What follows belongs to an exercise in optimizing a design on an open flow for a short achievable clock period and few clock cycles; a production flow would make more cautious choices.
RTL that was checked went through simulation tests only; none was proved equivalent to the original.

==> inputs of fjord <==
==> flow/design.v (excerpt) <==
module Top(
input           clk,
input           rst_n,
output  [7:0]   mem_addr,
output  [31:0]  mem_wdata,
output          mem_we,
input   [31:0]  mem_rdata
    );
export LEC_CHECK = 0
export ABC_CLOCK_PERIOD_IN_PS = 1500
export CAP_MARGIN = 20
export CORE_MARGIN = 2
export CORE_UTILIZATION = 35
export PLACE_DENSITY = 0.55
export SLEW_MARGIN = 20
create_clock -name core_clock -period 10.0 [get_ports {clk}]
standard.sh (not shown) runs the stock make flow with config.mk's settings and CLKGATE_MAP_FILE= SYNTH_SCRIPT=/design/flow/synth_recipe.tcl, a recipe that flattens the netlist after the stock synthesis.
==> flow/flow/run.sh <==
#!/bin/bash
set -euo pipefail
cd "$(dirname "$0")/.."
bash standard.sh SETUP_SLACK_MARGIN=7 finish > flow_make.log 2>&1
==> umber: changes against fjord <==
==> flow/design.v (replaced) <==
module ALU(
input   [31:0]  a,
input   [31:0]  b,
output  [31:0]  s
);
wire [31:0] p0 = a ^ b;
wire [31:0] g0 = a & b;
wire [31:0] g1, p1, g2, p2, g3, p3, g4, p4, g5, p5;
genvar i;
generate
for (i = 0; i < 32; i = i + 1) begin : lvl
    if (((i >> 0) & 1) == 1) begin : l1c
        assign g1[i] = g0[i] | (p0[i] & g0[(i >> 1 << 1)]);
        assign p1[i] = p0[i] & p0[(i >> 1 << 1)];
    end else begin : l1p
        assign g1[i] = g0[i];
        assign p1[i] = p0[i];
    end
    if (((i >> 1) & 1) == 1) begin : l2c
        assign g2[i] = g1[i] | (p1[i] & g1[(i >> 2 << 2) + 1]);
        assign p2[i] = p1[i] & p1[(i >> 2 << 2) + 1];
    end else begin : l2p
        assign g2[i] = g1[i];
        assign p2[i] = p1[i];
    end
    if (((i >> 2) & 1) == 1) begin : l3c
        assign g3[i] = g2[i] | (p2[i] & g2[(i >> 3 << 3) + 3]);
        assign p3[i] = p2[i] & p2[(i >> 3 << 3) + 3];
    end else begin : l3p
        assign g3[i] = g2[i];
        assign p3[i] = p2[i];
    end
    if (((i >> 3) & 1) == 1) begin : l4c
        assign g4[i] = g3[i] | (p3[i] & g3[(i >> 4 << 4) + 7]);
        assign p4[i] = p3[i] & p3[(i >> 4 << 4) + 7];
    end else begin : l4p
        assign g4[i] = g3[i];
        assign p4[i] = p3[i];
    end
    if (((i >> 4) & 1) == 1) begin : l5c
        assign g5[i] = g4[i] | (p4[i] & g4[15]);
        assign p5[i] = p4[i] & p4[15];
    end else begin : l5p
        assign g5[i] = g4[i];
        assign p5[i] = p4[i];
    end
end
endgenerate
assign s = p0 ^ {g5[30:0], 1'b0};
endmodule
module Register_File(
input              clk,
input              rst_n,
input       [4:0]  ra1,
input       [4:0]  ra2,
output      [31:0] rd1,
output      [31:0] rd2,
input              wea,
input       [4:0]  waa,
input       [31:0] wda,
input              web,
input       [4:0]  wab,
input       [31:0] wdb
);
reg [31:0] r [0:31];
genvar g;
generate
for (g = 0; g < 32; g = g + 1) begin : regs
    always @(posedge clk or negedge rst_n) begin
        if (!rst_n)
            r[g] <= 32'h0;
        else if (wea && waa == g)
            r[g] <= wda;
        else if (web && wab == g)
            r[g] <= wdb;
    end
end
endgenerate
assign rd1 = r[ra1];
assign rd2 = r[ra2];
endmodule
module Top(
input           clk,
input           rst_n,
output  [7:0]   mem_addr,
output  [31:0]  mem_wdata,
output          mem_we,
input   [31:0]  mem_rdata
    );
reg  [7:0]  M;
reg         WE;
reg  [31:0] WD;
assign mem_addr  = M;
assign mem_we    = WE;
assign mem_wdata = WD;
reg  [7:0]  FA;          
reg         MB;          
reg         FF;          
reg         DV;          
reg         DC;          
reg  [31:0] CI;
reg  [7:0]  DPC;
reg         IRv, SKv;
reg  [31:0] IR, SK;
reg  [7:0]  IRpc, SKpc;
reg         Xv, Xalu, Xlw, Xsw, Xbr, Xpred;
reg  [4:0]  Xd;
reg  [31:0] A, B, SD;
reg  [7:0]  Xalt, Xalt1, Xalt2;
reg         A0v, A0p, A1v, A1p;
reg  [31:0] A0i, A1i;
reg  [7:0]  A0g, A1g;
reg         L1v, L2v;
reg  [4:0]  L1d, L2d;
reg         Yv;
reg  [4:0]  Yd;
reg  [31:0] Yval;
reg  [7:0]  Mc;
localparam IB = 6;               
localparam NC = 1 << IB;
localparam W  = 48;              
reg  [NC-1:0] CV;
reg  [7-IB:0] CT [0:NC-1];
reg  [31:0]   CD [0:NC-1];
reg           CP [0:NC-1];
reg  [7:0]    CG [0:NC-1];
wire [IB-1:0] li   = FA[IB-1:0];
wire          hit  = CV[li] && (CT[li] == FA[7:IB]);
wire [7:0]    fa1  = FA + 8'd1;
reg  [7:0]    PF;                
reg  [7:0]    RA;                
reg           MDF;               
wire [7:0]    pfd  = PF - FA;
wire          pfbh = (pfd == 8'd0) || pfd[7];    
wire          pfin = !pfbh && (pfd <= W);
wire [31:0] sum;
ALU u_add(.a(A), .b(B), .s(sum));
wire        taken   = ~A[31] & (|A[30:0]);
wire        flushX  = Xv && Xbr && (taken != Xpred);
wire        dataopX = Xv && (Xlw || Xsw);
wire        xwr     = Xv && Xalu;
wire [31:0] dinst = DC ? CI : mem_rdata;
reg  [31:0] RDi;
reg  [7:0]  RDa;
reg         RDv, RDd;
wire        r_j   = RDi[31:26] == 6'h02;
wire        r_bb  = (RDi[31:26] == 6'h07) && RDi[15];
wire [7:0]  r_tgt = r_j ? RDi[7:0] : (RDa + 8'd1 + RDi[7:0]);
wire        redir_r = RDd && (r_j || r_bb) && !flushX;
wire        push  = DV && !flushX && !redir_r;
wire [5:0]  op     = IR[31:26];
wire        i_add  = op == 6'h00;
wire        i_addi = op == 6'h08;
wire        i_lw   = op == 6'h23;
wire        i_sw   = op == 6'h2b;
wire        i_br   = op == 6'h07;
wire        i_j    = op == 6'h02;
wire [4:0]  rs = IR[25:21];
wire [4:0]  rt = IR[20:16];
wire        use_rs = i_add | i_addi | i_lw | i_sw | i_br;
wire        use_rt = i_add | i_sw;
wire [31:0] rf1, rf2;
wire        x_rs  = xwr && (Xd == rs);
wire        x_rt  = xwr && (Xd == rt);
wire        st_rs = (Xv && Xlw && (Xd == rs)) || (L1v && (L1d == rs) && !x_rs);
wire        st_rt = (Xv && Xlw && (Xd == rt)) || (L1v && (L1d == rt) && !x_rt);
wire [31:0] o_rs  = (Yv && Yd == rs) ? Yval : ((L2v && L2d == rs) ? mem_rdata : rf1);
wire [31:0] o_rt  = (Yv && Yd == rt) ? Yval : ((L2v && L2d == rt) ? mem_rdata : rf2);
wire [31:0] v_rs  = x_rs ? sum : o_rs;
wire [31:0] v_rt  = x_rt ? sum : o_rt;
wire        stall    = IRv && ((use_rs && st_rs) || (use_rt && st_rt));
wire        consumed = IRv && !stall;
wire [7:0]  pc1   = IRpc + 8'd1;
wire        pred  = i_j || (i_br && IR[15]);
wire [7:0]  btgt  = pc1 + IR[7:0];
wire [7:0]  alt   = pred ? pc1 : btgt;
wire [7:0]  alt1  = alt + 8'd1;
wire [IB-1:0] a0x = alt[IB-1:0];
wire [IB-1:0] a1x = alt1[IB-1:0];
wire        a0hit = CV[a0x] && (CT[a0x] == alt[7:IB]);
wire        a1hit = CV[a1x] && (CT[a1x] == alt1[7:IB]);
wire [1:0]  q      = {1'b0, IRv} + {1'b0, SKv} + {1'b0, DV} - {1'b0, consumed};
wire        issue  = (q <= 2'd1) && (MDF || hit);
reg  [7:0]  FA_n;
always @(*) begin
    if (flushX)
        FA_n = !A0v ? Xalt : A0p ? A0g : !A1v ? Xalt1 : A1p ? A1g : Xalt2;
    else if (redir_r)
        FA_n = r_tgt;
    else if (!issue)
        FA_n = FA;
    else if (hit && CP[li])
        FA_n = CG[li];
    else
        FA_n = fa1;
end
wire        seq    = !flushX && !redir_r && issue && !(hit && CP[li]);
wire        hold   = !flushX && !redir_r && !issue;
wire        nfree  = (seq && !pfbh && (pfd >= 8'd3)) || (hold && hit);
wire        pfgo   = nfree && pfin && !dataopX;
wire [7:0]  PFa    = pfgo ? PF + 8'd1 : PF;
Register_File u_rf(
    .clk(clk), .rst_n(rst_n),
    .ra1(rs), .ra2(rt), .rd1(rf1), .rd2(rf2),
    .wea(Yv), .waa(Yd), .wda(Yval),
    .web(L2v), .wab(L2d), .wdb(mem_rdata)
);
always @(posedge clk or negedge rst_n) begin
    if (!rst_n) begin
        WE <= 1'b0;
        FA <= 8'h0; MB <= 1'b1; PF <= 8'h1; RA <= 8'h0; MDF <= 1'b0; RDi <= 32'h0; RDa <= 8'h0; RDv <= 1'b0; RDd <= 1'b0; FF <= 1'b0; DV <= 1'b0; DC <= 1'b0; CI <= 32'h0; DPC <= 8'h0;
        IRv <= 1'b0; SKv <= 1'b0; IR <= 32'h0; SK <= 32'h0; IRpc <= 8'h0; SKpc <= 8'h0;
        Xv <= 1'b0; Xalu <= 1'b0; Xlw <= 1'b0; Xsw <= 1'b0; Xbr <= 1'b0; Xpred <= 1'b0;
        Xd <= 5'h0; A <= 32'h0; B <= 32'h0; SD <= 32'h0; Xalt <= 8'h0; Xalt1 <= 8'h0; Xalt2 <= 8'h0;
        A0v <= 1'b0; A0p <= 1'b0; A1v <= 1'b0; A1p <= 1'b0; A0i <= 32'h0; A1i <= 32'h0; A0g <= 8'h0; A1g <= 8'h0;
        L1v <= 1'b0; L2v <= 1'b0; Yv <= 1'b0; Yd <= 5'h0; Mc <= 8'h0; L1d <= 5'h0; L2d <= 5'h0;
    end else begin
        Mc <= dataopX ? sum[9:2] : (pfgo ? PF : FA_n);
        MDF <= !dataopX && !pfgo;
        RA <= Mc;
        RDi <= mem_rdata;
        RDa <= RA;
        RDv <= FF && !(WE && Mc == RA);
        RDd <= push && !DC;
        PF <= pfbh ? fa1 : PFa;
        WE <= Xv && Xsw;
        MB <= dataopX;
        FF <= !MB;
        FA  <= FA_n;
        DPC <= FA;
        DV  <= issue && !flushX && !redir_r;
        DC  <= hit;
        CI  <= CD[li];
        if (flushX) begin
            IRv <= A0v; IR <= A0i; IRpc <= Xalt;
            SKv <= A0v && !A0p && A1v; SK <= A1i; SKpc <= Xalt1;
        end else if (!IRv || (consumed && !SKv)) begin
            IRv <= push; IR <= dinst; IRpc <= DPC;
        end else if (consumed) begin
            IR <= SK; IRpc <= SKpc;
            SKv <= push; SK <= dinst; SKpc <= DPC;
        end else if (push) begin
            SKv <= 1'b1; SK <= dinst; SKpc <= DPC;
        end
        Xv    <= consumed && !flushX;
        Xalu  <= i_add | i_addi;
        Xlw   <= i_lw;
        Xsw   <= i_sw;
        Xbr   <= i_br;
        Xpred <= pred;
        Xd    <= i_add ? IR[15:11] : rt;
        A     <= v_rs;
        B     <= i_add ? v_rt : {{16{IR[15]}}, IR[15:0]};
        SD    <= v_rt;
        Xalt  <= alt;
        Xalt1 <= alt1;
        Xalt2 <= alt1 + 8'd1;
        A0v <= a0hit; A0i <= CD[a0x]; A0p <= CP[a0x]; A0g <= CG[a0x];
        A1v <= a1hit; A1i <= CD[a1x]; A1p <= CP[a1x]; A1g <= CG[a1x];
        L1v <= Xv && Xlw;
        L1d <= Xd;
        L2v <= L1v;
        Yv  <= xwr;
        Yd  <= Xd;
        Yval <= sum;
        L2d <= L1d;
    end
end
genvar g;
generate
for (g = 0; g < NC; g = g + 1) begin : cache
    wire fill = RDv && (RDa[IB-1:0] == g);
    wire [7-IB:0] tag_after = fill ? RDa[7:IB] : CT[g];
    wire inv  = WE && (Mc[IB-1:0] == g) && (tag_after == Mc[7:IB]);
    always @(posedge clk or negedge rst_n) begin
        if (!rst_n)
            CV[g] <= 1'b0;
        else
            CV[g] <= (CV[g] | fill) & ~inv;
    end
    always @(posedge clk) begin
        if (fill) begin
            CT[g] <= RDa[7:IB];
            CD[g] <= RDi;
            CP[g] <= r_j || r_bb;
            CG[g] <= r_tgt;
        end
    end
end
endgenerate
always @(posedge clk) begin
    WD <= SD;
    M  <= dataopX ? sum[9:2] : (pfgo ? PF : FA_n);
end
endmodule
- ABC_CLOCK_PERIOD_IN_PS: 1500 -> 2500
- CORE_UTILIZATION: 35 -> 40
- PLACE_DENSITY: 0.55 -> 0.6
==> amber: changes against fjord <==
--- a/flow/design.v
+++ b/flow/design.v
@@ -46,30 +46,10 @@
     end
 end
 endgenerate
 assign s = p0 ^ {g5[30:0], 1'b0};
 endmodule
-module Lookup #(parameter IB = 5, parameter W = 32) (
-input   [(W << IB) - 1:0]   flat,
-input   [IB-1:0]            idx,
-output  [W-1:0]             out
-);
-genvar l, k;
-generate
-for (l = 0; l <= IB; l = l + 1) begin : lv
-    wire [(W << (IB - l)) - 1:0] v;
-    if (l == 0) begin : leaf
-        assign v = flat;
-    end else begin : node
-        for (k = 0; k < (1 << (IB - l)); k = k + 1) begin : m
-            assign v[k*W +: W] = idx[l-1] ? lv[l-1].v[(2*k+1)*W +: W] : lv[l-1].v[2*k*W +: W];
-        end
-    end
-end
-endgenerate
-assign out = lv[IB].v;
-endmodule
 module Register_File(
 input              clk,
 input              rst_n,
 input       [4:0]  ra1,
 input       [4:0]  ra2,
@@ -80,12 +60,11 @@
 input       [31:0] wda,
 input              web,
 input       [4:0]  wab,
 input       [31:0] wdb
 );
-reg  [31:0]   r [0:31];
-wire [1023:0] flat;
+reg [31:0] r [0:31];
 genvar g;
 generate
 for (g = 0; g < 32; g = g + 1) begin : regs
     always @(posedge clk or negedge rst_n) begin
         if (!rst_n)
@@ -93,15 +72,14 @@
         else if (wea && waa == g)
             r[g] <= wda;
         else if (web && wab == g)
             r[g] <= wdb;
     end
-    assign flat[g*32 +: 32] = r[g];
 end
 endgenerate
-Lookup #(.IB(5), .W(32)) u_rd1 (.flat(flat), .idx(ra1), .out(rd1));
-Lookup #(.IB(5), .W(32)) u_rd2 (.flat(flat), .idx(ra2), .out(rd2));
+assign rd1 = r[ra1];
+assign rd2 = r[ra2];
 endmodule
 module Top(
 input           clk,
 input           rst_n,
 output  [7:0]   mem_addr,
@@ -137,31 +115,21 @@
 reg  [4:0]  L1d, L2d;
 reg         Yv;
 reg  [4:0]  Yd;
 reg  [31:0] Yval;
 reg  [7:0]  Mc;
-localparam IB = 5;               
+localparam IB = 6;               
 localparam NC = 1 << IB;
-localparam W  = 24;              
+localparam W  = 48;              
 reg  [NC-1:0] CV;
-reg  [7:0]    CT [0:NC-1];      
+reg  [7-IB:0] CT [0:NC-1];
 reg  [31:0]   CD [0:NC-1];
 reg           CP [0:NC-1];
 reg  [7:0]    CG [0:NC-1];
 reg           CB [0:NC-1];      
 wire [IB-1:0] li   = FA[IB-1:0];
-localparam EW = 51;
-wire [(EW << IB) - 1:0] cflat;
-wire [EW-1:0] le, a0e, a1e;
-Lookup #(.IB(IB), .W(EW)) u_lk  (.flat(cflat), .idx(li),  .out(le));
-wire          l_v = le[50];
-wire          l_b = le[49];
-wire          l_p = le[48];
-wire [7:0]    l_g = le[47:40];
-wire [7:0]    l_t = le[39:32];
-wire [31:0]   l_d = le[31:0];
-wire          hit  = l_v && (l_t == FA);
+wire          hit  = CV[li] && (CT[li] == FA[7:IB]);
 wire [7:0]    fa1  = FA + 8'd1;
 reg  [7:0]    PF;                
 reg  [7:0]    RA;                
 reg           MDF;               
 reg           PFOK, PFOKH;       
@@ -213,33 +181,32 @@
 wire        pred  = i_j || (i_br && IR[15]);
 wire [7:0]  alt   = IRalt;
 wire [7:0]  alt1  = IRalt1;
 wire [IB-1:0] a0x = alt[IB-1:0];
 wire [IB-1:0] a1x = alt1[IB-1:0];
-Lookup #(.IB(IB), .W(EW)) u_lk0 (.flat(cflat), .idx(a0x), .out(a0e));
-Lookup #(.IB(IB), .W(EW)) u_lk1 (.flat(cflat), .idx(a1x), .out(a1e));
-wire        a0hit = a0e[50] && (a0e[39:32] == alt);
-wire        a1hit = a1e[50] && (a1e[39:32] == alt1);
+wire        a0hit = CV[a0x] && (CT[a0x] == alt[7:IB]);
+wire        a1hit = CV[a1x] && (CT[a1x] == alt1[7:IB]);
 wire [1:0]  q      = {1'b0, IRv} + {1'b0, SKv} + {1'b0, DV} - {1'b0, consumed};
 wire        issue  = (q <= 2'd1) && (MDF || hit);
 reg  [7:0]  FA_n;
 always @(*) begin
     if (flushX)
         FA_n = !A0v ? Xalt : A0p ? A0g : !A1v ? Xalt1 : A1p ? A1g : Xalt2;
     else if (redir_r)
         FA_n = r_tgt;
     else if (!issue)
         FA_n = FA;
-    else if (hit && l_p)
-        FA_n = l_g;
+    else if (hit && CP[li])
+        FA_n = CG[li];
     else
         FA_n = fa1;
 end
-wire        seq    = !flushX && !redir_r && issue && !(hit && l_p);
+wire        seq    = !flushX && !redir_r && issue && !(hit && CP[li]);
 wire        hold   = !flushX && !redir_r && !issue;
 wire [7:0]  pff    = PF - Xalt2;    
-wire        bkw    = !flushX && !redir_r && issue && hit && l_p && l_b;
+wire [7:0]  pfr    = PF - r_tgt;    
+wire        bkw    = !flushX && !redir_r && issue && hit && CP[li] && CB[li] && (FA - CG[li] <= 8'd8);
 wire        pfgo   = ((seq && PFOK) || (hold && hit && PFOKH)) && !dataopX;
 wire [7:0]  PFa    = pfgo ? PF + 8'd1 : PF;
 Register_File u_rf(
     .clk(clk), .rst_n(rst_n),
     .ra1(rs), .ra2(rt), .rd1(rf1), .rd2(rf2),
@@ -263,21 +230,21 @@
         RDa <= RA;
         RDv <= FF && !(WE && Mc == RA);
         RDd <= push && !DC;
         PF <= pfbh ? fa1 : PFa;
         PFOK <= flushX ? (A0v && !A0p && A1v && !A1p && (pff >= 8'd4) && (pff < W)) :
-                redir_r ? 1'b0 :
+                redir_r ? ((pfr >= 8'd4) && (pfr < W)) :
                 !pfbh && ((pfd >= 8'd4) || (pfd == 8'd3 && pfgo)) && (pfd < W) && (seq || hold || bkw);
         PFOKH <= !pfbh && (hold || bkw || (pfd >= 8'd2) || pfgo) && (pfd < W) && (seq || hold || bkw);
         WE <= Xv && Xsw;
         MB <= dataopX;
         FF <= !MB;
         FA  <= FA_n;
         DPC <= FA;
         DV  <= issue && !flushX && !redir_r;
         DC  <= hit;
-        CI  <= l_d;
+        CI  <= CD[li];
         if (flushX) begin
             IRv <= A0v; IR <= A0i; IRpc <= Xalt; IRalt <= A0p ? Xalt1 : A0g; IRalt1 <= A0p ? Xalt2 : A0g + 8'd1;
             SKv <= A0v && !A0p && A1v; SK <= A1i; SKpc <= Xalt1; SKalt <= A1p ? Xalt2 : A1g; SKalt1 <= A1p ? Xalt2 + 8'd1 : A1g + 8'd1;
         end else if (!IRv || (consumed && !SKv)) begin
             IRv <= push; IR <= dinst; IRpc <= DPC; IRalt <= dalt; IRalt1 <= dalt1;
@@ -298,12 +265,12 @@
         B     <= i_add ? v_rt : {{16{IR[15]}}, IR[15:0]};
         SD    <= v_rt;
         Xalt  <= alt;
         Xalt1 <= alt1;
         Xalt2 <= alt1 + 8'd1;
-        A0v <= a0hit; A0i <= a0e[31:0]; A0p <= a0e[48]; A0g <= a0e[47:40];
-        A1v <= a1hit; A1i <= a1e[31:0]; A1p <= a1e[48]; A1g <= a1e[47:40];
+        A0v <= a0hit; A0i <= CD[a0x]; A0p <= CP[a0x]; A0g <= CG[a0x];
+        A1v <= a1hit; A1i <= CD[a1x]; A1p <= CP[a1x]; A1g <= CG[a1x];
         L1v <= Xv && Xlw;
         L1d <= Xd;
         L2v <= L1v;
         Yv  <= xwr;
         Yd  <= Xd;
@@ -313,26 +280,25 @@
 end
 genvar g;
 generate
 for (g = 0; g < NC; g = g + 1) begin : cache
     wire fill = RDv && (RDa[IB-1:0] == g);
-    wire [7:0] tag_after = fill ? RDa : CT[g];
-    assign cflat[g*EW +: EW] = {CV[g], CB[g], CP[g], CG[g], CT[g], CD[g]};
-    wire inv  = WE && (Mc[IB-1:0] == g) && (tag_after == Mc);
+    wire [7-IB:0] tag_after = fill ? RDa[7:IB] : CT[g];
+    wire inv  = WE && (Mc[IB-1:0] == g) && (tag_after == Mc[7:IB]);
     always @(posedge clk or negedge rst_n) begin
         if (!rst_n)
             CV[g] <= 1'b0;
         else
             CV[g] <= (CV[g] | fill) & ~inv;
     end
     always @(posedge clk) begin
         if (fill) begin
-            CT[g] <= RDa;
+            CT[g] <= RDa[7:IB];
             CD[g] <= RDi;
             CP[g] <= r_j || r_bb;
             CG[g] <= r_tgt;
-            CB[g] <= r_bb && (&RDi[15:3]);
+            CB[g] <= r_bb;
         end
     end
 end
 endgenerate
 always @(posedge clk) begin
- ABC_CLOCK_PERIOD_IN_PS: 1500 -> 2500
- CORE_UTILIZATION: 35 -> 30
- PLACE_DENSITY: 0.55 -> 0.5
==> summary.txt <==
                                                                                     umber                      amber       fjord
Number of cells in the design after placement                                        26027                      28493       19373
Synthesis-stage register bit count                                                    4341                       4424        3176
Simple-Gate Fraction of Synth Area                                                  0.0952                     0.0910      0.0678
Vertical die dimension                                                              742 um                     861 um      713 um
Result of the run                                                aborted with a tool error  aborted with a tool error  timing/DRC/antenna clean
Failing step                                                                       5_1_grt                    5_1_grt           -
Floorplan die width                                                                 742 um                     861 um      713 um
Sequential cell area fraction in the yosys report                                    0.556                      0.560       0.483
Number of distinct library cells after synthesis                                       104                        108          93
Fraction of synthesized cell area in xor and xnor cells                            0.00961                     0.0109      0.0142
Number of cells produced by synthesis                                                19498                      19464       13557
Number of warnings printed during yosys synthesis                                        7                          8           8
Post-Synth Adder-Cell Area                                                         0.00441                    0.00628     0.00633
CTS Sinks                                                                             4341                       4424        3176
Dpl cell area                                                                   234000 um2                 239000 um2  184000 um2
Number of enable-type register cells in the synthesized netlist                       2656                       2720        1376
Compound-Gate Fraction of Synth Area                                                 0.235                      0.229      0.0739
Post-CTS setup buffer count                                                           1213                       1386         387
Cell Area, Synth                                                                218000 um2                 220000 um2  176000 um2
Number of instances resized during post-cts repair                                    3238                       3116        1375
Proportion of netlist area held by the largest area contributor                      0.366                      0.371       0.235
Setup WS pre-CTS                                                                   2.77 ns                    3.35 ns     4.41 ns
# rows                                                                                 271                        314         260
Net count of the mapped netlist                                                      19604                      19602       13674
Initial Util                                                                         0.401                      0.301       0.351
H-tree level count                                                                       6                          6           5
Detailed-placement wirelength estimate                                             1120 mm                    1100 mm      403 mm
Testbench counts of fjord, summed over its fixed seeds: cycles 30,081.
Function not checked in umber and amber: the RTL went through the layout flow alone.

## separate check: timing with driven ports
The results above use ideal ports. As a check the final layout listed here was re-extracted and re-timed, cells and wires unchanged. Step 1 (the two cells are an assumption about what drives the block):
set clk [get_ports {clk}]
set_driving_cell -lib_cell sky130_fd_sc_hd__clkbuf_16 $clk
set_driving_cell -lib_cell sky130_fd_sc_hd__buf_2 [delete_from_list [all_inputs] $clk]
Step 2 adds t to the input delays and takes it off the output delays; t is the mean of the earliest and latest rising clock arrival at the registers after step 1. Input paths then give back, and output paths get back, about the clock's delay inside the block. Three values: ideal, step 1, step 2; two values: the first two.
run: fjord
t (ns): 1.119
setup slack, ns: 6.163 / 6.156 / 5.329
worst hold slack (ns): 0.341 / 0.341 / 0.341
slew at the worst register clock pin (ns): 0.07 / 0.07
After both steps setup and hold are still met in fjord. The setup slack of fjord moves by -0.007 ns with the drivers and by -0.834 ns with both steps.
